Background: an optimization exercise with open tools, aiming at small area and a short achievable clock period. Do not read the settings as production practice. In this exercise RTL edits were held to simulation tests only and were not proved equivalent to the original. In every run shown here, the design's own scripts or RTL, not TritonCTS, make the clock network. The clock port is modelled as an ideal driver, which makes a skipped or thinned clock tree look cheaper than it is; a real chip needs a root buffer or a tree. Power figures rest on the tool's default switching activity, not on a simulated workload.

[design/flow/config.mk]
export PLATFORM = sky130hd
export DESIGN_NAME = TEN_GIG_MAC_RX_PATH
export DESIGN_NICKNAME = TEN_GIG_MAC_RX_PATH
export VERILOG_FILES = /design/flow/design.v
export SDC_FILE = /design/flow/constraint.sdc
export NUM_CORES = 4
export LEC_CHECK = 0
export CAP_MARGIN = 20
export CORE_MARGIN = 2
export CORE_UTILIZATION = 60
export SLEW_MARGIN = 20
[design/flow/constraint.sdc]
create_clock -name core_clock -period 9.0 [get_ports {i_clk}]
set_input_delay 1.8000 -clock core_clock [delete_from_list [all_inputs] [get_ports {i_clk}]]
set_output_delay 1.8000 -clock core_clock [all_outputs]
set_load 0.01 [all_outputs]
[design/flow/design.v]
module CRC32_64bKEEP(
    input  [31:0] c,
    input  [63:0] d,
    output [31:0] n
);
wire [31:0] x = c ^ d[31:0];
wire t64 = x[3] ^ x[13];
wire t65 = x[4] ^ d[39];
wire t66 = x[11] ^ d[32];
wire t67 = x[6] ^ x[16];
wire t68 = x[7] ^ x[12];
wire t69 = d[36] ^ d[54];
wire t70 = x[5] ^ x[15];
wire t71 = x[8] ^ d[37];
wire t72 = x[9] ^ d[38];
wire t73 = x[19] ^ d[34];
wire t74 = x[30] ^ d[55];
wire t75 = x[10] ^ d[56];
wire t76 = d[47] ^ t64;
wire t77 = d[35] ^ d[53];
wire t78 = x[1] ^ x[14];
wire t79 = x[31] ^ d[61];
wire t80 = d[45] ^ t66;
wire t81 = d[50] ^ d[57];
wire t82 = d[42] ^ d[58];
wire t83 = d[43] ^ d[59];
wire t84 = d[44] ^ d[60];
wire t85 = d[46] ^ d[62];
wire t86 = d[51] ^ d[63];
wire t87 = x[20] ^ d[40];
wire t88 = x[0] ^ x[2];
wire t89 = x[21] ^ d[41];
wire t90 = x[25] ^ d[52];
wire t91 = x[17] ^ t65;
wire t92 = x[24] ^ x[27];
wire t93 = x[26] ^ x[28];
wire t94 = d[48] ^ t74;
wire t95 = x[18] ^ t70;
wire t96 = x[22] ^ t67;
wire t97 = d[49] ^ t79;
wire t98 = x[29] ^ t69;
wire t99 = d[33] ^ t68;
wire t100 = x[23] ^ d[34];
wire t101 = t77 ^ t89;
wire t102 = x[13] ^ t91;
wire t103 = t75 ^ t97;
wire t104 = x[12] ^ t81;
wire t105 = x[18] ^ d[60];
wire t106 = x[24] ^ t83;
wire t107 = x[23] ^ t84;
wire t108 = x[8] ^ d[62];
wire t109 = t85 ^ t86;
wire t110 = d[35] ^ t78;
wire t111 = t73 ^ t87;
wire t112 = d[36] ^ t88;
wire t113 = d[35] ^ t71;
wire t114 = x[20] ^ t72;
wire t115 = x[19] ^ t65;
wire t116 = t85 ^ t92;
wire t117 = x[16] ^ t90;
wire t118 = d[49] ^ t95;
wire t119 = t82 ^ t99;
wire t120 = x[2] ^ t80;
wire t121 = d[38] ^ d[40];
wire t122 = d[41] ^ d[43];
wire t123 = d[57] ^ d[61];
wire t124 = d[39] ^ d[44];
wire t125 = d[32] ^ d[48];
wire t126 = d[50] ^ d[58];
wire t127 = d[33] ^ d[54];
wire t128 = x[27] ^ t69;
wire t129 = x[11] ^ d[55];
wire t130 = x[31] ^ d[59];
wire t131 = x[0] ^ x[5];
wire t132 = x[22] ^ d[51];
wire t133 = x[7] ^ x[21];
wire t134 = x[25] ^ d[63];
wire t135 = x[4] ^ x[9];
wire t136 = x[10] ^ d[39];
wire t137 = x[12] ^ x[29];
wire t138 = x[26] ^ x[29];
wire t139 = x[3] ^ t72;
wire t140 = d[58] ^ t67;
wire t141 = t71 ^ t78;
wire t142 = t75 ^ t82;
wire t143 = x[26] ^ t107;
wire t144 = d[46] ^ t68;
wire t145 = t93 ^ t98;
wire t146 = t73 ^ t86;
wire t147 = x[14] ^ t88;
wire t148 = d[33] ^ t94;
wire t149 = t87 ^ t101;
wire t150 = d[56] ^ t76;
wire t151 = t70 ^ t103;
wire t152 = d[40] ^ d[57];
wire t153 = x[28] ^ d[34];
wire t154 = x[1] ^ d[56];
wire t155 = d[42] ^ t121;
wire t156 = x[6] ^ x[23];
wire t157 = x[8] ^ d[45];
wire t158 = d[42] ^ t77;
wire t159 = d[44] ^ t125;
wire t160 = x[2] ^ x[11];
wire t161 = x[15] ^ d[46];
wire t162 = x[14] ^ t122;
wire t163 = x[30] ^ t81;
wire t164 = x[11] ^ t83;
wire t165 = x[1] ^ t84;
wire t166 = x[9] ^ x[21];
wire t167 = x[28] ^ x[30];
wire t168 = d[54] ^ t126;
wire t169 = x[5] ^ x[17];
wire t170 = d[37] ^ t130;
wire t171 = t64 ^ t66;
wire t172 = t73 ^ t104;
wire t173 = t89 ^ t154;
wire t174 = t98 ^ t105;
wire t175 = t74 ^ t132;
wire t176 = x[31] ^ t100;
wire t177 = d[38] ^ t106;
wire t178 = x[27] ^ t90;
wire t179 = t67 ^ t93;
wire t180 = x[17] ^ t135;
wire t181 = d[47] ^ t71;
wire t182 = d[59] ^ t92;
wire t183 = t137 ^ t160;
wire t184 = x[24] ^ t138;
wire t185 = d[57] ^ t71;
wire t186 = t68 ^ t109;
wire t187 = t167 ^ t168;
wire t188 = t79 ^ t169;
wire t189 = x[0] ^ t90;
wire t190 = x[22] ^ t108;
wire t191 = d[52] ^ t111;
wire t192 = t91 ^ t110;
wire t193 = t128 ^ t140;
wire t194 = t99 ^ t112;
wire t195 = t96 ^ t113;
wire t196 = t114 ^ t123;
wire t197 = t95 ^ t177;
wire t198 = t133 ^ t141;
wire t199 = t115 ^ t134;
wire t200 = t94 ^ t143;
wire t201 = d[43] ^ t116;
wire t202 = x[16] ^ t76;
wire t203 = x[3] ^ t111;
wire t204 = t76 ^ t113;
wire t205 = t182 ^ t183;
wire t206 = x[25] ^ t80;
wire t207 = t80 ^ t104;
wire t208 = d[48] ^ t96;
wire t209 = t147 ^ t166;
wire t210 = d[32] ^ t146;
wire t211 = x[5] ^ t116;
wire t212 = t129 ^ t149;
wire t213 = d[37] ^ t102;
wire t214 = t119 ^ t196;
wire t215 = t96 ^ t120;
wire t216 = t120 ^ t144;
wire t217 = t72 ^ t150;
wire t218 = t102 ^ t209;
wire t219 = t103 ^ t211;
assign n[0] = ((t191 ^ t192) ^ (t193 ^ (((x[10] ^ t66) ^ t139) ^ t148)));
assign n[1] = (t212 ^ ((t118 ^ t194) ^ (t91 ^ ((t153 ^ t75) ^ t170))));
assign n[2] = (((t172 ^ t173) ^ t195) ^ (t174 ^ ((t131 ^ t155) ^ t171)));
assign n[3] = (t214 ^ (((((t122 ^ x[19]) ^ t156) ^ t110) ^ (t112 ^ t175)) ^ t213));
assign n[4] = ((t176 ^ (t112 ^ t142)) ^ (t198 ^ ((t87 ^ (((d[52] ^ d[62]) ^ t124) ^ t64)) ^ t197)));
assign n[5] = (t215 ^ (((t106 ^ (x[15] ^ (t152 ^ t84))) ^ t199) ^ (t141 ^ (t101 ^ t139))));
assign n[6] = (t216 ^ (t200 ^ ((((d[61] ^ (d[41] ^ d[42])) ^ (x[22] ^ x[6])) ^ (t70 ^ t73)) ^ (t110 ^ t178))));
assign n[7] = ((t150 ^ t194) ^ (t201 ^ (((t157 ^ t158) ^ (x[23] ^ (x[15] ^ x[20]))) ^ (t179 ^ t97))));
assign n[8] = ((t198 ^ t201) ^ (t202 ^ (((t81 ^ t134) ^ t180) ^ (t98 ^ (t153 ^ t159)))));
assign n[9] = (t215 ^ ((((x[1] ^ (t124 ^ t86)) ^ t145) ^ (t178 ^ t181)) ^ (t118 ^ t203)));
assign n[10] = ((((t136 ^ t78) ^ t145) ^ (t89 ^ (((d[37] ^ d[53]) ^ t126) ^ t100))) ^ t216);
assign n[11] = ((t175 ^ (t161 ^ (t127 ^ t155))) ^ (t204 ^ t205));
assign n[12] = (t217 ^ ((t117 ^ t176) ^ (t94 ^ ((t162 ^ t65) ^ (x[28] ^ ((d[36] ^ d[60]) ^ x[12]))))));
assign n[13] = (t213 ^ ((t184 ^ (t159 ^ ((t152 ^ x[14]) ^ t158))) ^ t151));
assign n[14] = (((t163 ^ (((d[33] ^ d[62]) ^ t121) ^ t162)) ^ t118) ^ (t193 ^ t206));
assign n[15] = (((t161 ^ ((d[55] ^ (d[41] ^ d[50])) ^ (t124 ^ x[17]))) ^ t119) ^ (t179 ^ (t146 ^ t170)));
assign n[16] = ((t76 ^ ((t157 ^ t164) ^ t115)) ^ (t148 ^ ((t142 ^ t174) ^ (t78 ^ ((d[51] ^ x[6]) ^ (x[7] ^ x[9]))))));
assign n[17] = (t151 ^ (((t144 ^ t147) ^ (t164 ^ (t84 ^ t135))) ^ ((t185 ^ t94) ^ t191)));
assign n[18] = (t151 ^ (((t114 ^ t140) ^ t207) ^ (t76 ^ ((t108 ^ t165) ^ t101))));
assign n[19] = (t218 ^ ((t119 ^ t208) ^ (t80 ^ (t109 ^ (((d[59] ^ d[61]) ^ t69) ^ (t81 ^ x[10]))))));
assign n[20] = ((t186 ^ ((((d[47] ^ d[60]) ^ t125) ^ (t83 ^ x[13])) ^ ((x[23] ^ x[30]) ^ t128))) ^ (t195 ^ ((t114 ^ t115) ^ t118)));
assign n[21] = ((((t131 ^ t133) ^ (t165 ^ t66)) ^ (t187 ^ t97)) ^ ((t92 ^ ((d[63] ^ x[4]) ^ t100)) ^ t204));
assign n[22] = ((t188 ^ ((d[45] ^ t108) ^ (t132 ^ t136))) ^ (t205 ^ ((t117 ^ t187) ^ t203)));
assign n[23] = ((t189 ^ ((t130 ^ t137) ^ (t156 ^ t74))) ^ (t149 ^ ((t171 ^ t180) ^ (t93 ^ (t105 ^ t109)))));
assign n[24] = ((t208 ^ (((t105 ^ t68) ^ (t82 ^ (d[63] ^ (d[34] ^ d[39])))) ^ (t184 ^ t188))) ^ (t212 ^ t217));
assign n[25] = (t214 ^ ((t64 ^ (t100 ^ t129)) ^ (((x[18] ^ (d[49] ^ t83)) ^ t117) ^ (t173 ^ t190))));
assign n[26] = (t218 ^ ((t143 ^ t172) ^ (t190 ^ (((d[63] ^ t77) ^ t106) ^ t142))));
assign n[27] = ((t96 ^ (((d[45] ^ t123) ^ t107) ^ t189)) ^ ((t102 ^ t148) ^ (t197 ^ t210)));
assign n[28] = (t219 ^ ((t139 ^ ((x[18] ^ x[4]) ^ (x[7] ^ (d[53] ^ t69)))) ^ (t200 ^ t206)));
assign n[29] = (t219 ^ ((t181 ^ (t93 ^ (x[6] ^ (d[55] ^ t127)))) ^ (t199 ^ t207)));
assign n[30] = ((((t163 ^ t75) ^ (x[19] ^ t131)) ^ (t117 ^ t145)) ^ ((t186 ^ t76) ^ t192));
assign n[31] = ((t95 ^ ((t136 ^ t138) ^ (t72 ^ t88))) ^ (t210 ^ (((x[31] ^ (t127 ^ t77)) ^ t185) ^ t202)));
endmodule
`timescale 1ns / 1ps
module TEN_GIG_MAC_RX_PATH #(
    parameter       P_SRC_MAC  = 48'h01_02_03_04_05_06
)(
    input           i_clk               ,
    input           i_rst               ,
    input  [63:0]   i_xgmii_rxd         ,
    input  [7 :0]   i_xgmii_rxc         ,
    input  [47:0]   i_dynamic_src_mac   ,
    input           i_dynamic_src_valid ,
    output [63:0]   m_axis_rdata        ,
    output [79:0]   m_axis_ruser        ,
    output [7 :0]   m_axis_rkeep        ,
    output          m_axis_rlast        ,
    output          m_axis_rvalid       ,
    output          o_crc_error         ,
    output          o_crc_valid
);
reg  [63:0] d1;              
reg  [7 :0] c1;
reg  [31:0] r2;              
always @(posedge i_clk) begin
    d1 <= i_xgmii_rxd;
    c1 <= i_xgmii_rxc;
    r2 <= d1[63:32];
end
wire        fb0 = c1[0] && d1[7 :0 ] == 8'hFB;      
wire        fb4 = c1[4] && d1[39:32] == 8'hFB;      
wire [7:0]  fd;                                     
genvar gi;
generate for (gi = 0; gi < 8; gi = gi + 1) begin : g_fd
    assign fd[gi] = c1[gi] && d1[8*gi+7 -: 8] == 8'hFD;
end endgenerate
reg         loc3;            
reg         sof4d;
reg  [3:0]  fdr;             
always @(posedge i_clk or posedge i_rst) begin
    if (i_rst) begin
        loc3  <= 1'b0;
        sof4d <= 1'b0;
        fdr   <= 4'd0;
    end else begin
        if (fb0)
            loc3 <= 1'b0;
        else if (fb4)
            loc3 <= 1'b1;
        sof4d <= fb4 && !fb0;
        fdr   <= fd[7:4];
    end
end
wire [63:0] acur  = loc3 ? {d1[31:0], r2} : d1;
wire [7 :0] fda   = loc3 ? {fd[3:0], fdr} : fd;
wire        sofa  = fb0 || sof4d;
wire        eofa  = |fda;
wire [2 :0] phia  = {fda[4] | fda[5] | fda[6] | fda[7],
                     fda[2] | fda[3] | fda[6] | fda[7],
                     fda[1] | fda[3] | fda[5] | fda[7]};
reg  [63:0] a2, a3, a4, a5, a6;
reg  [15:0] a7;              
always @(posedge i_clk) begin
    a2 <= acur;
    a3 <= a2;
    a4 <= a3;
    a5 <= a4;
    a6 <= a5;
    a7 <= a6[63:48];
end
assign m_axis_rdata = {a7[7:0], a7[15:8], a6[7:0], a6[15:8], a6[23:16],
                       a6[31:24], a6[39:32], a6[47:40]};
reg         s2, s3, s4;      
reg         e2, e3, e4, e5, e6;  
reg  [2:0]  phi;
reg         busy, cnt1, cnt2, mok, p6, p7, p8, p9;
reg         rv_int, rlast_int, rlast_out, rvalid_out, rl2;
reg  [7:0]  rkeep_out;
reg         k1, k2, chk, crc_out, crc_valid;
reg  [15:0] ulen;
reg  [47:0] local_mac;
wire        r_eof  = (e4 && phi != 3'd7) || (e5 && phi == 3'd7);
wire        kc     = (e3 && phi <= 3'd2) || (e4 && phi >= 3'd3);
wire        clr    = (e3 && phi <= 3'd4) || (e4 && phi >= 3'd5);
wire [47:0] da4    = {a4[7:0], a4[15:8], a4[23:16], a4[31:24], a4[39:32], a4[47:40]};
wire [47:0] da5    = {a5[7:0], a5[15:8], a5[23:16], a5[31:24], a5[39:32], a5[47:40]};
wire [47:0] dst    = loc3 ? da4 : da5;
wire        mac_ok = (&dst) || (dst == local_mac);
wire        mac_at = loc3 ? cnt2 : p6;
reg  [7:0]  kv;
always @(*) begin
    case (phi)
        3'd0: kv = 8'b1111_1100;
        3'd1: kv = 8'b1111_1110;
        3'd2: kv = 8'b1111_1111;
        3'd3: kv = 8'b1000_0000;
        3'd4: kv = 8'b1100_0000;
        3'd5: kv = 8'b1110_0000;
        3'd6: kv = 8'b1111_0000;
        default: kv = 8'b1111_1000;
    endcase
end
always @(posedge i_clk or posedge i_rst) begin
    if (i_rst) begin
        s2 <= 1'b0; s3 <= 1'b0; s4 <= 1'b0;
        e2 <= 1'b0; e3 <= 1'b0; e4 <= 1'b0; e5 <= 1'b0; e6 <= 1'b0;
        phi <= 3'd0;
        busy <= 1'b0; cnt1 <= 1'b0; cnt2 <= 1'b0; mok <= 1'b0;
        p6 <= 1'b0; p7 <= 1'b0; p8 <= 1'b0; p9 <= 1'b0;
        rv_int <= 1'b0; rlast_int <= 1'b0; rlast_out <= 1'b0;
        rvalid_out <= 1'b0; rl2 <= 1'b0;
        k1 <= 1'b0; k2 <= 1'b0; chk <= 1'b0;
        crc_out <= 1'b0; crc_valid <= 1'b0;
        ulen <= 16'd0;
        local_mac <= P_SRC_MAC;
    end else begin
        s2 <= sofa; s3 <= s2; s4 <= s3;
        e2 <= eofa; e3 <= e2; e4 <= e3; e5 <= e4; e6 <= e5;
        if (eofa)
            phi <= phia;
        busy <= !r_eof && (s3 || busy);
        cnt1 <= !r_eof && s3 && !busy;
        cnt2 <= !r_eof && cnt1;
        if (mac_at)
            mok <= mac_ok;
        p6 <= cnt2; p7 <= p6; p8 <= p7; p9 <= p8;
        if (rlast_int)
            rv_int <= 1'b0;
        else if (p7 && mok)
            rv_int <= 1'b1;
        rlast_int  <= rv_int && kc;
        rlast_out  <= rlast_int;
        rvalid_out <= rv_int;
        rl2        <= rlast_out;
        k1 <= clr; k2 <= k1; chk <= k2;
        if (chk)
            crc_out <= 1'b0;
        else if (rv_int)
            crc_out <= 1'b1;
        crc_valid <= chk && crc_out;
        if (rl2)
            ulen <= 16'd1;
        else if (p9 || ulen != 16'd1)
            ulen <= ulen + 16'd1;
        if (i_dynamic_src_valid)
            local_mac <= i_dynamic_src_mac;
    end
end
wire [63:0] nxt_rdata = {a6[55:48], a6[63:56], a5[7:0], a5[15:8], a5[23:16],
                         a5[31:24], a5[39:32], a5[47:40]};
reg  [63:0] st;
always @(posedge i_clk) begin
    rkeep_out <= rlast_int ? kv : 8'hFF;
    if (p7)
        st <= nxt_rdata;
end
reg  [31:0] crc;
reg         crc_err;
wire [31:0] crc_nxt;
reg  [31:0] kres;
always @(*) begin
    case (phi)
        3'd0: kres = 32'hc37bc775;
        3'd1: kres = 32'h7749d4fa;
        3'd2: kres = 32'h4ee46c06;
        3'd3: kres = 32'he0ef52e5;
        3'd4: kres = 32'h3abbfb0d;
        3'd5: kres = 32'h0eaac366;
        3'd6: kres = 32'h714b540f;
        default: kres = 32'hfad18643;
    endcase
end
CRC32_64bKEEP u_crc (.c(crc), .d(a4), .n(crc_nxt));
wire [31:0] crc_x = crc ^ kres;
reg  [3:0]  crc_m;
always @(posedge i_clk) begin
    crc <= s4 ? 32'hFFFF_FFFF : crc_nxt;
    crc_m <= {~|crc_x[31:24], ~|crc_x[23:16], ~|crc_x[15:8], ~|crc_x[7:0]};
    if (e6)
        crc_err <= !(&crc_m);
end
assign m_axis_rvalid = rvalid_out;
assign m_axis_rlast  = rlast_out;
assign m_axis_rkeep  = rkeep_out;
assign m_axis_ruser  = {ulen, st};
assign o_crc_valid   = crc_valid;
assign o_crc_error   = crc_err;
endmodule
[design/flow/flow/run.sh]
#!/bin/bash
set -euo pipefail
W=$(pwd)
MARGIN=6.15
CLUSTER=30
DIAM=80
export DONT_BUFFER_PORTS=1
export PRE_GLOBAL_PLACE_TCL=$W/flow/ports.tcl
export CTS_ARGS="-sink_clustering_enable -repair_clock_nets -dont_use_dummy_load -buf_list {sky130_fd_sc_hd__clkbuf_8 sky130_fd_sc_hd__clkbuf_16} -root_buf sky130_fd_sc_hd__clkbuf_16 -sink_clustering_size $CLUSTER -sink_clustering_max_diameter $DIAM"
NLEAF=24
if [[ $NLEAF != 0 ]]; then export PRE_CTS_TCL=$W/flow/cts.tcl; fi
if [[ $MARGIN != 0 ]]; then export SETUP_SLACK_MARGIN=$MARGIN; fi
bash standard.sh > $W/standard_flow.log 2>&1
[design/flow/flow/cts.tcl]
# Sourced at the start of the CTS step (PRE_CTS_TCL): builds the clock tree
# here instead of TritonCTS, whose H-tree always puts three buffers between the
# clock port and the registers.  This tree has two levels: one root buffer
# driving one leaf buffer per cluster of registers (k-means on the placed
# register locations, at most a fixed number per cluster), every register one root and one leaf buffer from the
# port, so clock arrival is balanced.  The rest of the CTS step (placement
# legalisation, timing repair) runs as usual.
proc my_two_level_cts {nleaf leafcell rootcell} {
  set block [ord::get_db_block]
  set db [ord::get_db]
  set clknet [$block findNet i_clk]
  set sinks {}
  foreach it [$clknet getITerms] {
    set inst [$it getInst]
    set loc [$inst getLocation]
    lappend sinks [list $it [lindex $loc 0] [lindex $loc 1]]
  }
  set n [llength $sinks]
  set sorted [lsort -real -index 1 $sinks]
  set cents {}
  for {set k 0} {$k < $nleaf} {incr k} {
    set s [lindex $sorted [expr {int(($k + 0.5) * $n / $nleaf)}]]
    lappend cents [list [lindex $s 1] [lindex $s 2]]
  }
  # k-means with at most cap registers per cluster: registers are assigned
  # in order of their distance to the nearest centre, each to the nearest
  # centre that still has room
  set cap [expr {int(ceil(1.12 * $n / $nleaf))}]
  for {set iter 0} {$iter < 30} {incr iter} {
    set order {}
    set i 0
    foreach s $sinks {
      set ds {}
      for {set k 0} {$k < $nleaf} {incr k} {
        set c [lindex $cents $k]
        lappend ds [list $k [expr {abs([lindex $s 1] - [lindex $c 0]) + abs([lindex $s 2] - [lindex $c 1])}]]
      }
      set ds [lsort -real -index 1 $ds]
      lappend order [list $i [lindex $ds 0 1] $ds]
      incr i
    }
    set sumx [lrepeat $nleaf 0.0]; set sumy [lrepeat $nleaf 0.0]; set cnt [lrepeat $nleaf 0]
    set assign [lrepeat $n 0]
    foreach o [lsort -real -index 1 $order] {
      set i [lindex $o 0]
      foreach kd [lindex $o 2] {
        set k [lindex $kd 0]
        if {[lindex $cnt $k] < $cap} { break }
      }
      set s [lindex $sinks $i]
      lset assign $i $k
      lset sumx $k [expr {[lindex $sumx $k] + [lindex $s 1]}]
      lset sumy $k [expr {[lindex $sumy $k] + [lindex $s 2]}]
      lset cnt $k [expr {[lindex $cnt $k] + 1}]
    }
    for {set k 0} {$k < $nleaf} {incr k} {
      if {[lindex $cnt $k] > 0} {
        lset cents $k [list [expr {[lindex $sumx $k] / [lindex $cnt $k]}] [expr {[lindex $sumy $k] / [lindex $cnt $k]}]]
      }
    }
  }
  puts "two-level clock tree: $n registers, cluster sizes [lsort -integer $cnt]"
  set rootm [$db findMaster $rootcell]
  set leafm [$db findMaster $leafcell]
  set root [odb::dbInst_create $block $rootm clktree_root]
  set rootnet [odb::dbNet_create $block clktree_root_net]
  $rootnet setSigType CLOCK
  [$root findITerm A] connect $clknet
  [$root findITerm X] connect $rootnet
  set rx 0.0; set ry 0.0; set used 0
  for {set k 0} {$k < $nleaf} {incr k} {
    if {[lindex $cnt $k] == 0} { continue }
    set leaf [odb::dbInst_create $block $leafm clktree_leaf_$k]
    set lnet [odb::dbNet_create $block clktree_leaf_net_$k]
    $lnet setSigType CLOCK
    [$leaf findITerm A] connect $rootnet
    [$leaf findITerm X] connect $lnet
    set c [lindex $cents $k]
    $leaf setLocation [expr {int([lindex $c 0])}] [expr {int([lindex $c 1])}]
    $leaf setPlacementStatus PLACED
    set rx [expr {$rx + [lindex $c 0]}]; set ry [expr {$ry + [lindex $c 1]}]
    incr used
    set leaves($k) $lnet
  }
  $root setLocation [expr {int($rx / $used)}] [expr {int($ry / $used)}]
  $root setPlacementStatus PLACED
  set i 0
  foreach s $sinks {
    set it [lindex $s 0]
    $it disconnect
    $it connect $leaves([lindex $assign $i])
    incr i
  }
}

my_two_level_cts 24 sky130_fd_sc_hd__clkbuf_16 sky130_fd_sc_hd__clkbuf_16

# the tree is built: the step's clock_tree_synthesis call only sets the
# clock propagated, as TritonCTS leaves it
rename clock_tree_synthesis my_unused_clock_tree_synthesis
proc clock_tree_synthesis {args} {
  puts "clock tree built by flow/cts.tcl; TritonCTS not run"
  set_propagated_clock [all_clocks]
}
[design/flow/flow/ports.tcl]
# Sourced before global placement (PRE_GLOBAL_PLACE_TCL). The standard step
# removes the synthesis buffers and then buffers every port; here the port
# buffering (DONT_BUFFER_PORTS=1 skips the standard one) follows
# remove_buffers directly, with buf_1 on inputs and buf_2 on outputs.
rename remove_buffers my_std_remove_buffers
proc remove_buffers {args} {
  my_std_remove_buffers {*}$args
  buffer_ports -inputs -buffer_cell sky130_fd_sc_hd__buf_1
  buffer_ports -outputs -buffer_cell sky130_fd_sc_hd__buf_2
}
[design/flow/standard.sh]
#!/bin/bash
# synth_recipe.tcl (not shown) runs the flow's synth.tcl, then flattens the netlist and writes it again
# the make line also repeats each setting of config.mk as NAME=value (left out here)
make -C /OpenROAD-flow-scripts/flow DESIGN_CONFIG=/design/flow/config.mk WORK_HOME=/design/flow/orfs CLKGATE_MAP_FILE= SYNTH_SCRIPT=/design/flow/synth_recipe.tcl "${@:-finish}"
==> flow_summary.json, run 1 <==
{
  "finalHoldViolations": 0,
  "drt_first_pass_iters": 6,
  "ys_top_cells_by_count": "dfxtp_1, xnor2_1, xor2_1, mux2_2, dfrtp_1",
  "rows": 73,
  "reg2regPathDepth": 6,
  "dieArea_sq_um": 41620,
  "synth_cell_types": 66,
  "area_growth_pct": 11.16,
  "vias_per_cell": 5.509,
  "synthTopCellsByArea": "dfxtp_1, dfrtp_1, edfxtp_1",
  "finalSetupViolCount": 0,
  "grt_max_degree": 76,
  "relSlewSlack": 0.2792,
  "finalSetupTns_ps": 0,
  "status": "complete, no violations",
  "worstMarginPinSlew_ps": 1081,
  "insertion_delay_ps": 630,
  "antenna_cells": 0,
  "gp_congestion": 0.9852,
  "clock_skew_ps": 48.94,
  "leakagePower_nw": 11.14,
  "design.core.area_sq_um": 39640,
  "hold_buffers": 0,
  "synth_edf_count": 65,
  "finalNetCount": 2093,
  "clock.fmax_mhz": 329.5,
  "setup_ws_ps": 5965,
  "required_ps": 7200,
  "rsz0062_at_grt": "true",
  "fin_hold_ws_ps": 307.6,
  "slew_viol_final": 0,
  "crit_path_end_kind": "output port",
  "syn-num-nets": 1863,
  "path_delay_family": "flip-flops",
  "critPathArrivalTime_ps": 1230,
  "synth.most_common_cell": "dfxtp_1",
  "route.met2.wl_mm": 28.23,
  "fp.dieW_um": 204.0,
  "final_cell_area_sq_um": 26680,
  "async_flop_share": 0.1530,
  "slowest_stage": "edfxtp_1",
  "r2r_slack_ps": 6160,
  "min_to": "a3[51]$_DFF_P_",
  "grt_antenna_before_repair": 1,
  "drc": 0,
  "min_period_ps": 3035,
  "drtIter0Drc": 1262,
  "r2r-end": "crc[3]$_SDFF_PP1_",
  "whs_path_depth": 0,
  "grt_pass1_vias": 13297,
  "fin_crit_sh": 0.3372,
  "wire_per_inst_um": 25.08,
  "wl_met3_mm": 4.960,
  "dr.max_layer_used": "met4",
  "totalWireLength_mm": 62.39,
  "clk_pin_slew_worst_paths_ps": 120,
  "port_buffers": 277,
  "avgSynthCellArea_sq_um": 13.83,
  "synth_seq_cells": 647,
  "pre_cts_slack_ps": 5776,
  "ioPinCount": 279,
  "crit_buf_inv": 1,
  "path_cells": "buf_2",
  "wirelength_met1_mm": 27.26,
  "die_h_um": 204.0,
  "syn_inst": 1735,
  "start_kind": "flop",
  "grt_first_pass_wirelength_mm": 89.93,
  "gr-total-overflow": 0,
  "placed_area_sq_um": 25420,
  "synth-seq-area-share": 0.5878,
  "postRouteAntennaNets": 0,
  "yosysTopAreaCellShare": 0.4028,
  "drv_cap": 0,
  "start_util": 0.6055,
  "max_stage_delay_ps": 440,
  "cp-startpoint": "st[8]$_DFFE_PP_",
  "crit_path_max_fanout": 1,
  "grt.total_usage": 0.2971,
  "hp-start": "a2[51]$_DFF_P_",
  "power_density_nw_per_um2": 474.9,
  "r2r-start": "a4[0]$_DFF_P_",
  "irDropWorstVdd_v": 0.0003054,
  "hold_path_class": "flop to flop",
  "via_count": 13706,
  "yosys.area.top_type": "dfxtp_1",
  "dp_hpwl_mm": 47.25,
  "path_class": "flop to output port",
  "drive_above_1_share": 0.2236,
  "synthFlopType": "dfxtp_1",
  "synth_area_sq_um": 24000,
  "ys_warn_count": 1
}
-- routing by layer --
layer  track usage  vias up
met4       0.07867        0
met3       0.03540      102
li1              -     6261
met5             0        -
met1        0.4378     6728
met2        0.4698      615
-- metrics by stage --
stage	power (W)	utilization	std cells
final	0.01267	0.6731	2488
after floorplan	0.009495	-	1735
after CTS	0.01257	0.6673	2485
after global routing	0.01324	0.6731	2488
after detailed placement	0.01114	0.6414	2443
after global placement	0.01114	0.6411	2443
-- layout by cell type (no fill, tap or decap), types with 10 or more instances in the layout --
cell type / instances
mux2_2: 112
buf_6: 37
nand2_1: 35
buf_4: 33
dfxtp_2: 39
dfrtp_1: 82
mux2i_1: 66
buf_2: 118
xor2_1: 122
buf_1: 121
dfxtp_1: 444
nand2b_1: 21
xnor2_2: 22
nor3_1: 24
xor2_2: 10
clkbuf_16: 25
nand3_1: 31
a21oi_1: 24
nor4_1: 20
nor2_1: 48
nor2b_1: 13
xnor3_1: 71
edfxtp_1: 65
xnor2_1: 189
nand4_1: 31
o21ai_0: 20
and3_1: 12
-- kinds of logic (layout without fill, tap and decap cells) --
group | Yosys count | after routing | synth area share
flops | 647 | 647 | 0.5878
xor+xnor | 442 | 442 | 0.2235
simple gates | 257 | 257 | 0.05666
mux | 178 | 178 | 0.08007
buf+inv | 121 | 349 | 0.02705
compound gates | 84 | 84 | 0.02216
fa+ha+maj | 5 | 5 | 0.002606
other cells | 1 | 1 | 0.0001562
-- state kept, by name, indices dropped and copies added (netlist names), 3 cells and up --
register / count
a2: 64
a3: 64
a4: 64
a5: 64
a6: 64
a7: 16
c1: 8
crc: 32
crc_m: 4
d1: 64
fdr: 4
local_mac: 48
phi: 3
r2: 32
rkeep_out: 7
st: 64
ulen: 16
-- where the power goes --
group | total, W | internal (W) | switching (W)
clock | 0.00130 | 0.000491 | 0.000806
sequential | 0.00374 | 0.00333 | 0.000416
combinational | 0.00763 | 0.00405 | 0.00359
total | 0.0127 | 0.00786 | 0.00481
-- area by class of cell --
class                           instances  area [sq um]
Sequential cell                       647         14170
Fill cell                            2943         12960
Multi-Input combinational cell        967          9422
Timing Repair Buffer                  312          1752
Tap cell                              525         656.9
Buffer                                 25         625.6
Inverter                               12         52.55
-- worst max-delay path by stage --
stage                     slack (ps)                         to  cells after the start
after floorplan                 6030             busy$_DFF_PP0_                      1
after global placement          5740  local_mac[21]$_DFFE_PP0P_                      2
after detailed placement        5780               p7$_DFF_PP0_                      4
after CTS                       5960            m_axis_ruser[8]                      1
after global routing            5940            m_axis_ruser[8]                      1
final                           5970            m_axis_ruser[8]                      1
-- repair_timing --
action	4_1_cts	5_1_grt
setup buffers	17	3
hold endpoints to repair	0	0
endpoints found under the setup margin	168	169
resized for setup	58	47
==> run 2: changes to the inputs <==
--- a/design/flow/flow/run.sh
+++ b/design/flow/flow/run.sh
@@ -3,3 +3,3 @@
 W=$(pwd)
-MARGIN=6.15
+MARGIN=6.5
 CLUSTER=30
@@ -9,3 +9,3 @@
 export CTS_ARGS="-sink_clustering_enable -repair_clock_nets -dont_use_dummy_load -buf_list {sky130_fd_sc_hd__clkbuf_8 sky130_fd_sc_hd__clkbuf_16} -root_buf sky130_fd_sc_hd__clkbuf_16 -sink_clustering_size $CLUSTER -sink_clustering_max_diameter $DIAM"
-NLEAF=24
+NLEAF=26
 if [[ $NLEAF != 0 ]]; then export PRE_CTS_TCL=$W/flow/cts.tcl; fi
--- a/design/flow/flow/cts.tcl
+++ b/design/flow/flow/cts.tcl
@@ -1,9 +1,2 @@
-# Sourced at the start of the CTS step (PRE_CTS_TCL): builds the clock tree
-# here instead of TritonCTS, whose H-tree always puts three buffers between the
-# clock port and the registers.  This tree has two levels: one root buffer
-# driving one leaf buffer per cluster of registers (k-means on the placed
-# register locations, at most a fixed number per cluster), every register one root and one leaf buffer from the
-# port, so clock arrival is balanced.  The rest of the CTS step (placement
-# legalisation, timing repair) runs as usual.
-proc my_two_level_cts {nleaf leafcell rootcell} {
+proc my_two_level_cts {nroot nleaf leafcell rootcell} {
   set block [ord::get_db_block]
@@ -61,13 +54,62 @@
   }
-  puts "two-level clock tree: $n registers, cluster sizes [lsort -integer $cnt]"
+  puts "clock tree: $n registers, $nleaf leaf clusters, sizes [lsort -integer $cnt]"
+  # group the leaf clusters into nroot groups (k-means on their centres)
+  set lc {}
+  for {set k 0} {$k < $nleaf} {incr k} {
+    if {[lindex $cnt $k] > 0} { lappend lc [list $k {*}[lindex $cents $k]] }
+  }
+  set nl [llength $lc]
+  set sortedl [lsort -real -index 1 $lc]
+  set rc {}
+  for {set r 0} {$r < $nroot} {incr r} {
+    set s [lindex $sortedl [expr {int(($r + 0.5) * $nl / $nroot)}]]
+    lappend rc [list [lindex $s 1] [lindex $s 2]]
+  }
+  set rcap [expr {int(ceil(1.0 * $nl / $nroot))}]
+  for {set iter 0} {$iter < 30} {incr iter} {
+    set order {}
+    foreach l $lc {
+      set ds {}
+      for {set r 0} {$r < $nroot} {incr r} {
+        set c [lindex $rc $r]
+        lappend ds [list $r [expr {abs([lindex $l 1] - [lindex $c 0]) + abs([lindex $l 2] - [lindex $c 1])}]]
+      }
+      set ds [lsort -real -index 1 $ds]
+      lappend order [list $l [lindex $ds 0 1] $ds]
+    }
+    set rsx [lrepeat $nroot 0.0]; set rsy [lrepeat $nroot 0.0]; set rcnt [lrepeat $nroot 0]
+    array unset rof
+    foreach o [lsort -real -index 1 $order] {
+      set l [lindex $o 0]
+      foreach kd [lindex $o 2] {
+        set r [lindex $kd 0]
+        if {[lindex $rcnt $r] < $rcap} { break }
+      }
+      set rof([lindex $l 0]) $r
+      lset rsx $r [expr {[lindex $rsx $r] + [lindex $l 1]}]
+      lset rsy $r [expr {[lindex $rsy $r] + [lindex $l 2]}]
+      lset rcnt $r [expr {[lindex $rcnt $r] + 1}]
+    }
+    for {set r 0} {$r < $nroot} {incr r} {
+      if {[lindex $rcnt $r] > 0} {
+        lset rc $r [list [expr {[lindex $rsx $r] / [lindex $rcnt $r]}] [expr {[lindex $rsy $r] / [lindex $rcnt $r]}]]
+      }
+    }
+  }
+  puts "clock tree: $nroot root buffers driving [lsort -integer $rcnt] leaf buffers"
   set rootm [$db findMaster $rootcell]
   set leafm [$db findMaster $leafcell]
-  set root [odb::dbInst_create $block $rootm clktree_root]
-  set rootnet [odb::dbNet_create $block clktree_root_net]
-  $rootnet setSigType CLOCK
-  [$root findITerm A] connect $clknet
-  [$root findITerm X] connect $rootnet
-  set rx 0.0; set ry 0.0; set used 0
-  for {set k 0} {$k < $nleaf} {incr k} {
-    if {[lindex $cnt $k] == 0} { continue }
+  for {set r 0} {$r < $nroot} {incr r} {
+    if {[lindex $rcnt $r] == 0} { continue }
+    set root [odb::dbInst_create $block $rootm clktree_root_$r]
+    set rnet($r) [odb::dbNet_create $block clktree_root_net_$r]
+    $rnet($r) setSigType CLOCK
+    [$root findITerm A] connect $clknet
+    [$root findITerm X] connect $rnet($r)
+    set c [lindex $rc $r]
+    $root setLocation [expr {int([lindex $c 0])}] [expr {int([lindex $c 1])}]
+    $root setPlacementStatus PLACED
+  }
+  foreach l $lc {
+    set k [lindex $l 0]
     set leaf [odb::dbInst_create $block $leafm clktree_leaf_$k]
@@ -75,13 +117,8 @@
     $lnet setSigType CLOCK
-    [$leaf findITerm A] connect $rootnet
+    [$leaf findITerm A] connect $rnet($rof($k))
     [$leaf findITerm X] connect $lnet
-    set c [lindex $cents $k]
-    $leaf setLocation [expr {int([lindex $c 0])}] [expr {int([lindex $c 1])}]
+    $leaf setLocation [expr {int([lindex $l 1])}] [expr {int([lindex $l 2])}]
     $leaf setPlacementStatus PLACED
-    set rx [expr {$rx + [lindex $c 0]}]; set ry [expr {$ry + [lindex $c 1]}]
-    incr used
     set leaves($k) $lnet
   }
-  $root setLocation [expr {int($rx / $used)}] [expr {int($ry / $used)}]
-  $root setPlacementStatus PLACED
   set i 0
@@ -95,3 +132,3 @@
 
-my_two_level_cts 24 sky130_fd_sc_hd__clkbuf_16 sky130_fd_sc_hd__clkbuf_16
+my_two_level_cts 4 26 sky130_fd_sc_hd__clkbuf_16 sky130_fd_sc_hd__clkbuf_16
 
==> run 2 against run 1 <==
  * Sequential power increased by 2%
  * Register-to-register slack gained 320 ps
  * Clock skew down 8.1 ps
  * Setup slack improved by 250 ps
  * Total power increased by 6.2%
  * Synthesized cell count is the same
  * Wire length increased by 3.0%
  * Global-route usage grew 0.60 points
  * Clock power up 9%
  * Fmax up 9.0%
  * Critical path type unchanged
  * Highest routed layer unchanged
==> flow_summary.json, run 2 <==
{
  "status": "complete, no violations",
  "power_density_nw_per_um2": 481.6,
  "crit_path_max_fanout": 5,
  "synthTopCellsByArea": "dfxtp_1, dfrtp_1, edfxtp_1",
  "synth.mux.area_fraction": 0.08007,
  "rows": 73,
  "crit_path_end_kind": "output port",
  "fp.dieW_um": 204.0,
  "port_buffers": 277,
  "clk_pin_slew_worst_paths_ps": 110,
  "clock.fmax_mhz": 359.3,
  "switching_share": 0.3754,
  "yosys.area.top_type": "dfxtp_1",
  "rsz0062_at_grt": "true",
  "finalSetupViolCount": 0,
  "whs_path_depth": 0,
  "synth_compound_area_frac": 0.02215,
  "yosysTopAreaCellShare": 0.4028,
  "netSwitchingPower_w": 0.005049,
  "finalSetupTns_ps": 0,
  "slowest_stage": "dfrtp_1",
  "gr-total-overflow": 0,
  "finalNetCount": 2146,
  "grt_first_pass_wirelength_mm": 91.17,
  "clock_skew_ps": 40.85,
  "synth-simple-area-share": 0.05666,
  "synth.most_common_cell": "dfxtp_1",
  "relSlewSlack": 0.2963,
  "leakagePower_nw": 11.66,
  "combPwrFrac": 0.612,
  "synth-seq-area-share": 0.5878,
  "reg2regPathDepth": 6,
  "required_ps": 7200,
  "vias_per_cell": 5.533,
  "gp_congestion": 0.9979,
  "mostFrequentLayoutCell": "dfxtp_1",
  "fin_crit_sh": 0.3093,
  "async_flop_share": 0.1530,
  "syn-num-nets": 1863,
  "start_kind": "flop",
  "synth_xor_area_frac": 0.2235,
  "max_stage_delay_ps": 440,
  "drt_first_pass_iters": 5,
  "ys_warn_count": 1,
  "slew_viol_final": 0,
  "totalWireLength_mm": 64.27,
  "synth_area_sq_um": 24000,
  "grt_max_degree": 82,
  "avgSynthCellArea_sq_um": 13.83,
  "ys_top_cells_by_count": "dfxtp_1, xnor2_1, xor2_1, mux2_2, dfrtp_1",
  "crit_buf_inv": 1,
  "grt.total_usage": 0.3031,
  "antenna_cells": 0,
  "ioPinCount": 279,
  "layout_common_cells": "dfxtp_1, xnor2_1, buf_2, buf_1, mux2_2",
  "drtIter0Drc": 1273,
  "dp_hpwl_mm": 47.48,
  "final_core_util": 0.7047,
  "irDropWorstVdd_v": 0.0003098,
  "p_int_w": 0.008402,
  "dieArea_sq_um": 41620,
  "critPathArrivalTime_ps": 980,
  "design.core.area_sq_um": 39640,
  "path_class": "flop to output port",
  "insertion_delay_ps": 380,
  "wire_per_inst_um": 25.29,
  "synth_cell_types": 66,
  "synth_edf_count": 65,
  "path_delay_family": "flip-flops",
  "via_count": 14059,
  "drv_cap": 0,
  "die_h_um": 204.0,
  "postRouteAntennaNets": 0,
  "seqPwrFrac": 0.282,
  "synth_top_family_by_area": "XOR/XNOR gates",
  "synth_adder_area_share": 0.002606,
  "syn_inst": 1735,
  "min_period_ps": 2784,
  "clkPwrFrac": 0.105,
  "grt_pass1_vias": 13629,
  "finalHoldViolations": 0,
  "area_growth_pct": 16.37,
  "drive_above_1_share": 0.2912,
  "path_cells": "buf_2",
  "hold_path_class": "flop to flop",
  "synth_seq_cells": 647,
  "drc": 0,
  "worstMarginPinSlew_ps": 1046,
  "grt_antenna_before_repair": 0,
  "total_power_w": 0.01345,
  "cp_num_cells": 1,
  "synthFlopType": "dfxtp_1",
  "start_util": 0.6055
}
[run 2: cell types whose count changed in the layout (fill, tap and decap cells not counted), sizes merged]
cell / delta
clkbuf: +5
clkinvlp: +1
buf: +48
inv: -1
[run 2: metal layers]
metal	vias up	GRT usage	wire (um)
met4	0	0.09420	2271
li1	6379	-	-
met2	657	0.4719	29160
met1	6907	0.4482	27480
met3	116	0.03587	5365
met5	-	0	0
[run 2: worst paths after layout]
kind,startpoint,endpoint,slack (ps)
max reg2reg,crc[24]$_SDFF_PP1_,crc[27]$_SDFF_PP1_,6480
min reg2reg,a5[51]$_DFF_P_,a6[51]$_DFF_P_,300
min,a5[51]$_DFF_P_,a6[51]$_DFF_P_,300
max,ulen[9]$_DFFE_PP0P_,m_axis_ruser[73],6220
min in group asynchronous,i_rst,ulen[13]$_DFFE_PP0P_,1410
max in group asynchronous,i_rst,loc3$_DFFE_PP0P_,6800
[run 2: what timing repair did]
action                                  in CTS  in global routing
gates resized for setup                    165                 87
pin swaps                                   17                 21
setup buffers                               34                 36
hold buffers                                 0                  0
endpoints found under the setup margin     326                187
[run 2: cell families (layout without fill, tap and decap cells)]
| logic type | Yosys count | in the layout |
|---|---|---|
| adder cells (fa/ha/maj) | 5 | 5 |
| buffers and inverters | 121 | 402 |
| AND/OR/NAND/NOR | 257 | 257 |
| flip-flops | 647 | 647 |
| AO/OA/AOI/OAI | 84 | 84 |
| multiplexers | 178 | 178 |
| other | 1 | 1 |
| XOR/XNOR | 442 | 442 |
[run 2: power groups by stage]
stage	sequential [W]	clock, W	combinational [W]
final	0.00380	0.00142	0.00824
after global routing	0.00382	0.00153	0.00868
after CTS	0.00377	0.00143	0.00781
after detailed placement	0.00380	0	0.00732
after global placement	0.00379	0	0.00735
after floorplan	0.00357	0	0.00593
[run 2: per-stage QoR]
| step | instance area [sq um] | cells | setup WS (ps) | hold slack, ps |
|---|---|---|---|---|
| after floorplan | 24050 | 1735 | 6032 | 309.6 |
| after global placement | 25400 | 2441 | 5681 | 310.0 |
| after detailed placement | 25400 | 2441 | 5659 | 312.1 |
| after CTS | 27230 | 2505 | 6209 | 301.2 |
| after global routing | 27930 | 2541 | 6185 | 300.0 |
| final | 27930 | 2541 | 6216 | 301.1 |
[run 2: area by class of cell]
| cell class | count | area [sq um] |
|---|---|---|
| Sequential cell | 647 | 14280 |
| Fill cell | 2803 | 11710 |
| Inverter | 12 | 57.56 |
| Tap cell | 525 | 656.9 |
| Buffer | 30 | 750.7 |
| Timing Repair Buffer | 360 | 2118 |
| Multi-Input combinational cell | 967 | 10070 |
==> run 3: changes to the inputs <==
--- a/design/flow/flow/run.sh
+++ b/design/flow/flow/run.sh
@@ -3,3 +3,3 @@
 W=$(pwd)
-MARGIN=6.5
+MARGIN=6.35
 CLUSTER=30
==> run 3 against run 2 <==
  * Still clean
  * Synthesized cell count unchanged
  * Register-to-register slack worse by 170 ps
  * Clock skew up 13 ps
  * Final cell count down 1.3%
  * First-iteration DRC count down 2.0%
  * Utilization down 2.5 points
  * Via count down 2.4%
==> flow_summary.json, run 3 <==
{
  "max_stage_delay_ps": 440,
  "rsz0062_at_grt": "true",
  "slew_viol_final": 0,
  "path_class": "flop to output port",
  "min_to": "a6[51]$_DFF_P_",
  "slowest_stage": "dfrtp_2",
  "path_delay_family": "flip-flops",
  "final_core_util": 0.6797,
  "path_cells": "buf_6",
  "drv_cap": 0,
  "required_ps": 7200,
  "design.core.area_sq_um": 39640,
  "grt_max_degree": 76,
  "pre_cts_slack_ps": 5791,
  "layout_common_cells": "dfxtp_1, xnor2_1, buf_2, buf_1, xor2_1",
  "fp.dieW_um": 204.0,
  "hold_buffers": 0,
  "relSlewSlack": 0.3085,
  "totalWireLength_mm": 62.35,
  "worstMarginPinSlew_ps": 1037,
  "synth_seq_cells": 647,
  "drc": 0,
  "finalSetupViolCount": 0,
  "clk_pin_slew_worst_paths_ps": 100,
  "cp_num_cells": 1,
  "syn-num-nets": 1863,
  "vias_per_cell": 5.473,
  "status": "complete, no violations",
  "grt_first_pass_wirelength_mm": 88.93,
  "postRouteAntennaNets": 0,
  "grt_pass1_vias": 13236,
  "die_h_um": 204.0,
  "rows": 73,
  "critPathArrivalTime_ps": 940,
  "synth_area_sq_um": 24000,
  "finalNetCount": 2112,
  "grt_antenna_before_repair": 4,
  "gp_congestion": 1.030,
  "syn_inst": 1735,
  "antenna_cells": 0,
  "hp-start": "a5[51]$_DFF_P_",
  "finalSetupTns_ps": 0,
  "grt.total_usage": 0.2954,
  "synthFlopType": "dfxtp_1",
  "synth.most_common_cell": "dfxtp_1",
  "yosysTopAreaCellShare": 0.4028,
  "synth_cell_types": 66,
  "min_period_ps": 2740,
  "dp_hpwl_mm": 47.71,
  "ioPinCount": 279,
  "ys_warn_count": 1,
  "irDropWorstVdd_v": 0.0003160,
  "reg2regPathDepth": 5,
  "r2r-end": "crc[23]$_SDFF_PP1_",
  "clock.fmax_mhz": 364.9,
  "mostFrequentLayoutCell": "dfxtp_1",
  "whs_path_depth": 0,
  "crit_buf_inv": 1,
  "finalHoldViolations": 0,
  "crit_path_end_kind": "output port",
  "dp.cells": 2445,
  "start_kind": "flop",
  "setup_ws_ps": 6260,
  "port_buffers": 277,
  "wire_per_inst_um": 24.87,
  "via_count": 13722,
  "drtIter0Drc": 1247,
  "synth-seq-area-share": 0.5878,
  "drive_above_1_share": 0.2392,
  "crit_path_max_fanout": 2,
  "synth_edf_count": 65,
  "layout.cells.non_filler": 2507,
  "async_flop_share": 0.1530,
  "drt_first_pass_iters": 5,
  "gr-total-overflow": 0,
  "yosys.area.top_type": "dfxtp_1",
  "ys_top_cells_by_count": "dfxtp_1, xnor2_1, xor2_1, mux2_2, dfrtp_1",
  "synthTopCellsByArea": "dfxtp_1, dfrtp_1, edfxtp_1",
  "insertion_delay_ps": 380,
  "hold_path_class": "flop to flop",
  "leakagePower_nw": 11.28,
  "fin_crit_sh": 0.3045,
  "r2r_slack_ps": 6310,
  "area_growth_pct": 12.25,
  "power_density_nw_per_um2": 479.7,
  "clock_skew_ps": 53.64,
  "r2r-start": "crc[30]$_SDFF_PP1_",
  "start_util": 0.6055,
  "dieArea_sq_um": 41620,
  "avgSynthCellArea_sq_um": 13.83
}
==> run 3: final cells by class <==
| type | instances | area, sq um |
|---|---|---|
| Buffer | 30 | 750.7 |
| Fill cell | 2954 | 12700 |
| Inverter | 12 | 56.30 |
| Multi-Input combinational cell | 967 | 9562 |
| Sequential cell | 647 | 14180 |
| Tap cell | 525 | 656.9 |
| Timing Repair Buffer | 326 | 1739 |
==> run 3: worst max-delay path by stage <==
stage	startpoint	endpoint	slack, ps
2_1_floorplan	i_rst	busy$_DFF_PP0_	6030
3_3_place_gp	i_rst	loc3$_DFFE_PP0P_	5780
3_5_place_dp	i_rst	loc3$_DFFE_PP0P_	5790
4_1_cts	ulen[7]$_DFFE_PP0P_	m_axis_ruser[71]	6260
5_1_grt	ulen[13]$_DFFE_PP0P_	m_axis_ruser[77]	6240
6_report	ulen[11]$_DFFE_PP0P_	m_axis_ruser[75]	6260
==> run 3: what timing repair did <==
action / CTS / global route
pin swaps: 3 / 4
gates cloned: 0 / 0
gates resized for setup: 47 / 65
endpoints found under the setup margin: 163 / 170
buffers inserted: 21 / 11
endpoints found under the hold margin: 0 / 0
==> run 3: cell families (layout without fill, tap and decap cells) <==
logic type               count (synthesis)  after routing  share of synthesized area
XOR/XNOR                               442            442                     0.2235
multiplexers                           178            178                    0.08007
AND/OR/NAND/NOR                        257            257                    0.05666
buffers and inverters                  121            368                    0.02705
flip-flops                             647            647                     0.5878
other                                    1              1                  0.0001562
adder cells (fa/ha/maj)                  5              5                   0.002606
AO/OA/AOI/OAI                           84             84                    0.02216
==> run 3: through the flow <==
stage | power (W) | hold slack, ps | instance area, sq um
5_1_grt | 0.01348 | 300.6 | 26940
6_report | 0.01292 | 295.5 | 26940
4_1_cts | 0.01271 | 292.3 | 26580
3_5_place_dp | 0.01117 | 312.1 | 25430
3_3_place_gp | 0.01115 | 310.2 | 25430
2_1_floorplan | 0.009495 | 309.6 | 24020
==> run 3: metal layers <==
metal / GRT usage / vias to the layer above / routed length [um]
li1: - / 6298 / -
met2: 0.4698 / 620 / 28580
met3: 0.04703 / 112 / 5227
met4: 0.07583 / 2 / 1896
met5: 0 / - / 18
met1: 0.4261 / 6690 / 26630
==> run 3: power by group <==
group	internal, W	switching (W)
Clock	0.000602	0.000802
Sequential	0.00333	0.000413
Combinational	0.00409	0.00368
Total	0.00803	0.00490
==> run 4: changes to the inputs <==
--- a/design/flow/config.mk
+++ b/design/flow/config.mk
@@ -11 +11,2 @@
 export SLEW_MARGIN = 20
+export TNS_END_PERCENT = 10
==> run 4 against run 3 <==
  * Via count increased by 0.23%
  * Still clean
  * Total power rose by 1.3%
  * Sequential share of layout area increased by 0.21 points
  * Critical path depth rose by 6
  * Synthesized cell count unchanged
  * Worst hold slack improved by 33 ps
  * Utilization down 0.40 points
  * Register-to-register slack worse by 96 ps
  * Clock power hardly changed
  * Largest power group unchanged
==> flow_summary.json, run 4 <==
{
  "port_buffers": 277,
  "layout_common_cells": "dfxtp_1, xnor2_1, buf_2, buf_1, xor2_1",
  "clk_pin_slew_worst_paths_ps": 100,
  "synth_compound_area_frac": 0.02215,
  "synth.mux.area_fraction": 0.08007,
  "hold_buffers": 0,
  "wire_per_inst_um": 24.96,
  "synth_adder_area_share": 0.002606,
  "synthTopCellsByArea": "dfxtp_1, dfrtp_1, edfxtp_1",
  "fp.dieW_um": 204.0,
  "required_ps": 9270,
  "power_density_nw_per_um2": 488.6,
  "fin_crit_sh": 0.3095,
  "synth_xor_area_frac": 0.2235,
  "yosysTopAreaCellShare": 0.4028,
  "hold_path_class": "flop to flop",
  "crit_path_max_fanout": 4,
  "gp_congestion": 0.9740,
  "via_count": 13754,
  "drtIter0Drc": 1203,
  "yosys.area.top_type": "dfxtp_1",
  "whs_path_depth": 0,
  "syn-num-nets": 1863,
  "leakagePower_nw": 11.20,
  "ys_warn_count": 1,
  "reg2regPathDepth": 7,
  "synth.most_common_cell": "dfxtp_1",
  "grt_antenna_before_repair": 2,
  "crit_path_end_kind": "flop",
  "synth-simple-area-share": 0.05666,
  "area_growth_pct": 11.59,
  "start_kind": "flop",
  "status": "complete, no violations",
  "min_period_ps": 2786,
  "synth_top_family_by_area": "XOR/XNOR gates",
  "clock.fmax_mhz": 359.0,
  "synth_seq_cells": 647,
  "gr-total-overflow": 0,
  "syn_inst": 1735,
  "drv_cap": 0,
  "ys_top_cells_by_count": "dfxtp_1, xnor2_1, xor2_1, mux2_2, dfrtp_1",
  "postRouteAntennaNets": 0,
  "insertion_delay_ps": 370,
  "drive_above_1_share": 0.2255,
  "dp_hpwl_mm": 47.43,
  "critPathArrivalTime_ps": 3050,
  "ioPinCount": 279,
  "finalSetupViolCount": 0,
  "grt.total_usage": 0.2941,
  "fill_cells": 2954,
  "avgSynthCellArea_sq_um": 13.83,
  "grt_pass1_vias": 13260,
  "dp.cells": 2442,
  "vias_per_cell": 5.513,
  "finalSetupTns_ps": 0,
  "clock_skew_ps": 44.09,
  "slew_viol_final": 0,
  "layout.cells.non_filler": 2495,
  "finalNetCount": 2099,
  "synth_area_sq_um": 24000,
  "dieArea_sq_um": 41620,
  "grt_max_degree": 75,
  "path_class": "flop to flop",
  "synth-seq-area-share": 0.5878,
  "async_flop_share": 0.1530,
  "start_util": 0.6055,
  "synth_edf_count": 65,
  "totalWireLength_mm": 62.27,
  "relSlewSlack": 0.3098,
  "irDropWorstVdd_v": 0.0003138,
  "drt_first_pass_iters": 5,
  "grt_first_pass_wirelength_mm": 88.22,
  "drc": 0,
  "rsz0062_at_grt": "true",
  "synthFlopType": "dfxtp_1",
  "die_h_um": 204.0,
  "rows": 73,
  "synth_cell_types": 66,
  "mostFrequentLayoutCell": "dfxtp_1",
  "design.core.area_sq_um": 39640,
  "finalHoldViolations": 0,
  "worstMarginPinSlew_ps": 1035
}
-- run 4: cell counts after synthesis --
Identical to the previous run, type by type.
-- run 4: cell type report --
class | instances | area, sq um | area share
Antenna cell | 1 | 2.502 | 0.00009342
Buffer | 30 | 750.7 | 0.02803
Inverter | 12 | 52.55 | 0.001962
Multi-Input combinational cell | 967 | 9599 | 0.3584
Sequential cell | 647 | 14150 | 0.5284
Tap cell | 525 | 656.9 | 0.02452
Timing Repair Buffer | 312 | 1564 | 0.05839
Timing Repair inverter | 1 | 7.507 | 0.0002803
-- run 4: final timing paths --
| check | startpoint | endpoint | slack, ps |
|---|---|---|---|
| worst min-delay path | a2[15]$_DFF_P_ | a3[15]$_DFF_P_ | 330 |
| worst max register to register | crc[5]$_SDFF_PP1_ | crc[17]$_SDFF_PP1_ | 6210 |
| worst min register to register | a2[15]$_DFF_P_ | a3[15]$_DFF_P_ | 330 |
| worst max-delay path | crc[5]$_SDFF_PP1_ | crc[17]$_SDFF_PP1_ | 6210 |
| max in group asynchronous | i_rst | loc3$_DFFE_PP0P_ | 6490 |
| min in group asynchronous | i_rst | local_mac[17]$_DFFE_PP0P_ | 1580 |
-- run 4: logic make-up (layout without fill, tap and decap cells) --
family                   Yosys count  after routing
other                              1              2
flip-flops                       647            647
AO/OA/AOI/OAI                     84             84
buffers and inverters            121            355
adder cells (fa/ha/maj)            5              5
multiplexers                     178            178
XOR/XNOR                         442            442
AND/OR/NAND/NOR                  257            257
-- run 4: stage by stage --
step,setup WS [ps],total power [W],hold slack (ps),area [sq um],utilization
floorplan,6032,0.009494,309.6,24010,-
global placement,5617,0.01134,310.3,25410,0.6409
detailed placement,5566,0.01132,312.1,25410,0.6410
CTS,6164,0.01284,330.2,26400,0.6660
global route,6198,0.01361,331.3,26780,0.6757
finish,6214,0.01309,328.5,26790,0.6757
-- run 4: timing repair --
item,in CTS,in global routing
pin swaps,2,0
gates cloned,1,0
setup buffers,5,16
endpoints found under the setup margin,180,130
resized for setup,31,51
hold endpoints to repair,0,0
-- run 4: power by group --
part | switching, W | internal [W] | leakage, nW
Combinational | 0.00384 | 0.00410 | 4.95
Clock | 0.000804 | 0.000602 | 0.370
Sequential | 0.000410 | 0.00333 | 5.87
-- run 4: routing by layer --
layer,vias to the layer above,share of wire,track usage
met2,623,0.44,0.4487
met1,6745,0.44,0.4246
met4,0,0.033,0.08877
met3,100,0.084,0.06298
li1,6286,-,-
met5,-,0,0
-- run 4: critical path, stage by stage, from the launching register on --
cell     delay [ps]
dfxtp_1         570
xor2_4          120
buf_4           190
xnor2_1         340
xnor3_1         620
xor2_1          250
xnor2_1         370
mux2i_1         220
==> run 5: changes to the inputs <==
--- a/design/flow/flow/run.sh
+++ b/design/flow/flow/run.sh
@@ -3,3 +3,3 @@
 W=$(pwd)
-MARGIN=6.35
+MARGIN=6.25
 CLUSTER=30
@@ -9,3 +9,3 @@
 export CTS_ARGS="-sink_clustering_enable -repair_clock_nets -dont_use_dummy_load -buf_list {sky130_fd_sc_hd__clkbuf_8 sky130_fd_sc_hd__clkbuf_16} -root_buf sky130_fd_sc_hd__clkbuf_16 -sink_clustering_size $CLUSTER -sink_clustering_max_diameter $DIAM"
-NLEAF=26
+NLEAF=32
 if [[ $NLEAF != 0 ]]; then export PRE_CTS_TCL=$W/flow/cts.tcl; fi
--- a/design/flow/flow/cts.tcl
+++ b/design/flow/flow/cts.tcl
@@ -132,3 +132,3 @@
 
-my_two_level_cts 4 26 sky130_fd_sc_hd__clkbuf_16 sky130_fd_sc_hd__clkbuf_16
+my_two_level_cts 4 32 sky130_fd_sc_hd__clkbuf_16 sky130_fd_sc_hd__clkbuf_16
 
--- a/design/flow/config.mk
+++ b/design/flow/config.mk
@@ -11,2 +11 @@
 export SLEW_MARGIN = 20
-export TNS_END_PERCENT = 10
==> run 5 against run 4 <==
  * Still clean
  * Sequential share of layout area decreased by 0.12 points
  * Flip-flop and latch count unchanged
  * Global-route usage increased by 0.30 points
  * Critical path type unchanged
  * Highest routed layer unchanged
==> flow_summary.json, run 5 <==
{
  "relSlewSlack": 0.3186,
  "finalSetupTns_ps": 0,
  "start_kind": "flop",
  "layout.cells.non_filler": 2501,
  "grt.total_usage": 0.2971,
  "layout_common_cells": "dfxtp_1, xnor2_1, buf_2, xor2_1, buf_1",
  "area_growth_pct": 11.68,
  "final_core_util": 0.6762,
  "wire_per_inst_um": 24.93,
  "grt_max_degree": 76,
  "finalNetCount": 2106,
  "gr-total-overflow": 0,
  "antenna_cells": 0,
  "hold_path_class": "flop to flop",
  "grt_antenna_before_repair": 1,
  "hold_buffers": 0,
  "rsz0062_at_grt": "true",
  "synthTopCellsByArea": "dfxtp_1, dfrtp_1, edfxtp_1",
  "dp.cells": 2445,
  "slew_viol_final": 0,
  "slowest_stage": "dfxtp_1",
  "avgSynthCellArea_sq_um": 13.83,
  "finalSetupViolCount": 0,
  "die_h_um": 204.0,
  "clock_skew_ps": 71.79,
  "synth_cell_types": 66,
  "port_buffers": 277,
  "power_density_nw_per_um2": 487.0,
  "fin_crit_sh": 0.3093,
  "crit_path_end_kind": "flop",
  "synth-seq-area-share": 0.5878,
  "totalWireLength_mm": 62.34,
  "postRouteAntennaNets": 0,
  "status": "complete, no violations",
  "mostFrequentLayoutCell": "dfxtp_1",
  "drv_cap": 0,
  "yosys.area.top_type": "dfxtp_1",
  "drt_first_pass_iters": 5,
  "min_period_ps": 2784,
  "finalHoldViolations": 0,
  "worstMarginPinSlew_ps": 1022,
  "drive_above_1_share": 0.2131,
  "ff_latch_area_sq_um": 14130,
  "dp_hpwl_mm": 47.82,
  "crit_path_max_fanout": 5,
  "grt_pass1_vias": 13495,
  "multi_input_area_sq_um": 9469,
  "vias_per_cell": 5.462,
  "via_count": 13661,
  "irDropWorstVdd_v": 0.0002989,
  "ys_warn_count": 1,
  "grt_first_pass_wirelength_mm": 90.00,
  "required_ps": 9330,
  "path_class": "flop to flop",
  "design.core.area_sq_um": 39640,
  "drc": 0,
  "syn_inst": 1735,
  "dieArea_sq_um": 41620,
  "insertion_delay_ps": 410,
  "synth_seq_cells": 647,
  "fin_hold_ws_ps": 303.8,
  "synth_area_sq_um": 24000,
  "max_stage_delay_ps": 590,
  "synth.most_common_cell": "dfxtp_1",
  "synth_edf_count": 65,
  "leakagePower_nw": 11.24,
  "rows": 73,
  "clk_pin_slew_worst_paths_ps": 90,
  "clock.fmax_mhz": 359.2,
  "start_util": 0.6055,
  "fp.dieW_um": 204.0,
  "syn-num-nets": 1863,
  "yosysTopAreaCellShare": 0.4028,
  "synthFlopType": "dfxtp_1",
  "critPathArrivalTime_ps": 3110,
  "fill_cells": 2911,
  "async_flop_share": 0.1530,
  "drtIter0Drc": 1201,
  "path_cells": "xor2_4, xor3_2, xor2_1, xnor2_1, xnor3_1, nand2b_1",
  "ys_top_cells_by_count": "dfxtp_1, xnor2_1, xor2_1, mux2_2, dfrtp_1",
  "ioPinCount": 279,
  "gp_congestion": 0.9977
}
## run 5: cell counts after synthesis
No cell type changed its count.
## run 5: path summary, 6_finish.rpt
kind / cells after the start / to / startpoint / slack [ps]
min in group asynchronous: 2 / local_mac[23]$_DFFE_PP0P_ / i_rst / 1440
worst max-delay path: 6 / crc[7]$_SDFF_PP1_ / crc[13]$_SDFF_PP1_ / 6220
max in group asynchronous: 4 / ulen[2]$_DFFE_PP0P_ / i_rst / 6490
worst min-delay path: 0 / a4[30]$_DFF_P_ / a3[30]$_DFF_P_ / 300
worst min register to register: 0 / a4[30]$_DFF_P_ / a3[30]$_DFF_P_ / 300
worst max register to register: 6 / crc[7]$_SDFF_PP1_ / crc[13]$_SDFF_PP1_ / 6220
## run 5: cells by family after synthesis
family / after synthesis / synth area share
AOI/OAI and AO/OA: 84 / 0.02216
xor gates and xnor gates: 442 / 0.2235
adders and majority gates: 5 / 0.002606
buffers and inverters: 121 / 0.02705
DFF: 647 / 0.5878
muxes: 178 / 0.08007
other: 1 / 0.0001562
and+or+nand+nor: 257 / 0.05666
## run 5: power breakdown
group          internal, W  leakage [nW]  switching (W)  total (W)
clock network     0.000714         0.444       0.000837    0.00155
logic              0.00404          4.92        0.00374    0.00778
registers          0.00333          5.88       0.000394    0.00372
## run 5: area by class of cell
cell class / instances / share of cell area
multi-input cells: 967 / 0.3532
flip-flops and latches: 647 / 0.5272
repair buffers: 314 / 0.05961
plain buffers: 36 / 0.03361
inverters: 12 / 0.001867
well taps: 525 / 0.02451
## run 5: per-stage QoR
step	power, W	area (sq um)	setup WS (ps)
6_report	0.01306	26810	6216
4_1_cts	0.01289	26570	6211
3_5_place_dp	0.01124	25430	5660
2_1_floorplan	0.009495	24010	6032
3_3_place_gp	0.01129	25430	5700
5_1_grt	0.01361	26810	6215
## run 5: critical path: cells and delay by family (launching register included)
kind | cells | cell delay, ps
XOR/XNOR | 5 | 1990
flip-flops | 1 | 590
AND/OR/NAND/NOR | 1 | 100
## run 5: per-layer routing
metal / wire length (um) / share of wire / GRT usage
met5: 0 / 0 / 0
met4: 2066 / 0.033 / 0.08023
met3: 5168 / 0.083 / 0.04289
met2: 28010 / 0.45 / 0.4651
met1: 27090 / 0.43 / 0.4362
## run 5: repair_timing
item                       4_1_cts  5_1_grt
setup buffers                   14        5
setup endpoints to repair       87       31
gates resized for setup         22       24
pin swaps                        0        0

afterwards: timing with drivers on the ports:
The flow's constraints put no driver on any port. The routed layouts listed below were extracted and timed again, unchanged, in two steps.
Step 1: set_driving_cell puts a clkbuf_16 on i_clk and a buf_2 on each other input, an assumption about the parent block.
Step 2 times the ports against the registers' clock, not the clock port: input delays grow and output delays shrink by t, the midpoint of the rising clock arrivals with the driver on.
Slacks: ideal ports / drivers / drivers and shift; pairs: ideal ports / drivers.
run	t, ns	setup slack, ns	worst setup path at the end
run 1	0.655	5.965 / 5.911 / 5.853	input, reset recovery
run 2	0.460	6.216 / 6.111 / 6.182	input to register
run 3	0.468	6.260 / 6.143 / 6.041	input to register
run 4	0.477	6.214 / 6.098 / 6.060	input to register
run 5	0.486	6.216 / 6.124 / 6.044	input to register
After both steps setup and hold are still met in every run listed. The setup slack of run 3, which loses most, moves by -0.117 ns with the drivers and by -0.219 ns with both steps. The worst setup slack also covers recovery checks on asynchronous resets.
